From an optimization exercise on the open Yosys and OpenROAD flow, aimed at small area and a short achievable clock period; shortcuts taken in it are not production practice.
In this exercise RTL edits were held to simulation tests only and were not proved equivalent to the original.
Power and IR drop assume default switching activity.

run E:
// Two_neuron
module Two_neuron (clk,reset,enable,wgt1,wgt2,inp,out_vector);
    input clk;
    input reset;
    input enable;
    input  [63:0] wgt1;
    input  [63:0] wgt2;
    input  [63:0] inp;
    output [63:0] out_vector;
    localparam [79:0] TAB_POS = {5'd16, 5'd15, 5'd15, 5'd15, 5'd15, 5'd14, 5'd14, 5'd14,
                                 5'd13, 5'd12, 5'd12, 5'd11, 5'd10, 5'd9,  5'd9,  5'd8};
    localparam [79:0] TAB_NEG = {5'd0,  5'd0,  5'd0,  5'd0,  5'd0,  5'd1,  5'd1,  5'd2,
                                 5'd2,  5'd3,  5'd3,  5'd4,  5'd5,  5'd6,  5'd7,  5'd8};
    function automatic [4:0] sig_pos;
        input sat;
        input [3:0] m;
        sig_pos = sat ? 5'd16 : TAB_POS[5*m +: 5];
    endfunction
    function automatic [4:0] sig_neg;
        input sat;
        input [3:0] m;
        sig_neg = sat ? 5'd0 : TAB_NEG[5*m +: 5];
    endfunction
    function automatic [4:0] sig_sel;
        input neg;
        input hi_any;       
        input hi_all;       
        input [7:0] lo;
        reg [8:0] t;
        begin
            t = {1'b0, ~lo} + 9'd4;
            sig_sel = neg ? sig_neg(~hi_all | t[8], t[7:4]) : sig_pos(hi_any, lo[7:4]);
        end
    endfunction
    function automatic [5:0] sig_pre;
        input neg;
        input hi_any;
        input hi_all;
        input [7:0] lo;
        reg [8:0] t;
        begin
            t = {1'b0, ~lo} + 9'd4;
            sig_pre = neg ? {1'b1, ~hi_all | t[8], t[7:4]} : {1'b0, hi_any, lo[7:4]};
        end
    endfunction
    wire a1, a2, a3, a4, a5, a6, a7, a8, a9, a10, a11, a12, a13, a14, a15, a16;
    wire a17, a18, a19, a20, a21, a22, a23, a24, a25, a26, a27, a28, a29, a30, a31, a32;
    wire a33, a34, a35, a36, a37, a38, a39, a40, a41, a42, a43, a44, a45, a46, a47, a48;
    wire a49, a50, a51, a52, a53, a54, a55, a56, a57, a58, a59, a60, a61, a62, a63, a64;
    wire a65, a66, a67, a68, a69, a70, a71, a72, a73, a74, a75, a76, a77, a78, a79, a80;
    wire a81, a82, a83, a84, a85, a86, a87, a88, a89, a90, a91, a92, a93, a94, a95, a96;
  ...
Size in the first run: about 3300 cells after synthesis, ~270 flip-flops, about 260 I/O pins, roughly 34000 sq um of cells after synthesis.
Settings: LEC_CHECK=0, CAP_MARGIN=20, CORE_MARGIN=2, CORE_UTILIZATION=40, CTS_BUF_LIST=sky130_fd_sc_hd__clkbuf_8, CTS_CLUSTER_DIAMETER=60, CTS_CLUSTER_SIZE=16, SLEW_MARGIN=20, SYNTH_HIERARCHICAL=1, SYNTH_MINIMUM_KEEP_SIZE=0; clock period 25.0 ns.
standard.sh (not shown) runs the stock make flow with config.mk's settings and CLKGATE_MAP_FILE= SYNTH_SCRIPT=/design/flow/synth_recipe.tcl, a recipe that flattens the netlist after the stock synthesis.
==> flow/flow/run.sh <==
#!/bin/bash
# The standard layout (the standard.sh, unchanged synthesis), with every input and
# output port buffered by a sky130_fd_sc_hd__buf_2 instead of the resizer's default pick.
set -e
export BUFFER_PORTS_ARGS="-buffer_cell sky130_fd_sc_hd__buf_2"
bash standard.sh > standard.log 2>&1
Input-level comparison between run Z and run E:
==> flow/flow/run.sh <==
#!/bin/bash
# The standard layout (the standard.sh, unchanged synthesis), with every input and
# output port buffered by a sky130_fd_sc_hd__buf_4 instead of the resizer's default pick.
set -e
export BUFFER_PORTS_ARGS="-buffer_cell sky130_fd_sc_hd__buf_4"
bash standard.sh > standard.log 2>&1
-- flow/config.mk --
<<< run E, line 11
export CTS_BUF_LIST = sky130_fd_sc_hd__clkbuf_8
export CTS_CLUSTER_DIAMETER = 60
export CTS_CLUSTER_SIZE = 16
>>> run Z, line 11
Results
Run Z went all the way through the flow, and no timing, DRC or antenna check failed. Looking at run Z and run E, the overall global routing resource usage is a wash. Clock slew at the register clock pins of the worst setup and hold paths is higher on run E. Relative to run E, the final cell area reported for run Z is higher. On run Z: clock latency on the worst-skew pair is 130 ps lower than what run E gave.

* * *

== v6 ==
Starting RTL as in the previous note.
export LEC_CHECK = 0
export CAP_MARGIN = 20
export CORE_MARGIN = 2
export CORE_UTILIZATION = 40
export PLACE_DENSITY = 0.8
export SLEW_MARGIN = 20
export SYNTH_HIERARCHICAL = 1
export SYNTH_MINIMUM_KEEP_SIZE = 0
create_clock -name core_clock -period 25.0 [get_ports {clk}]
==> flow/flow/run.sh <==
#!/bin/bash
# The standard layout (the standard.sh, unchanged synthesis), with every input and
# output port buffered by a sky130_fd_sc_hd__buf_2 instead of the resizer's default pick.
set -e
export BUFFER_PORTS_ARGS="-buffer_cell sky130_fd_sc_hd__buf_2"
bash standard.sh > standard.log 2>&1
## Diff of input files: v7 against v6
- clearing PLACE_DENSITY, which used to be 0.8
--- outcome ---
- When v7 is measured against v6, its global-route wire length before repair turns out about 3.3% higher.
- Going from v6 to v7, clock power lost 6.4%; routed wire length moved up; sequential fraction of total cell area held steady; number of antenna violations at the first check in global routing decreased 9; leakage power was more or less identical.
- Routability congestion estimate: v7 < v6
- Start point of the critical path: inp[40] -> v7, inp[59] -> v6
- v7 has completed all stages; timing, DRC and antenna checks passed.
- Detailed-route wire length on metal 1: higher on v7
- From v6 to v7, CTS buffer count did not move at all.

re-timing with driven ports:
In the flow no input, the clock included, has a driving cell. The finished layouts below were timed again as built, in two steps. Step 1 assumes that a clkbuf_16 drives the clock port and a buf_2 every other input. Step 2 adds t to the input delays and takes it off the output delays; t is the mean of the earliest and latest rising clock arrival at the registers after step 1. Input paths then give back, and output paths get back, about the clock's delay inside the block. a / b / c = ideal / step 1 / step 2; a / b = the first two.
| run | t (ns) | setup slack, ns | worst register clock-pin slew, ns | pins driven straight from the clock port |
|---|---|---|---|---|
| run E | 0.724 | 16.186 / 16.194 / 15.470 | 0.11 / 0.11 | 1 |
| run Z | 0.607 | 16.079 / 16.073 / 15.466 | 0.06 / 0.06 | 1 |
| v6 | 0.587 | 16.019 / 16.018 / 15.432 | 0.06 / 0.06 | 1 |
| v7 | 0.595 | 16.044 / 16.040 / 15.445 | 0.06 / 0.06 | 1 |
After both steps setup and hold are still met in every run listed. For run E, which loses most, drivers alone change the setup slack by +0.008 ns; drivers and shift together by -0.716 ns.
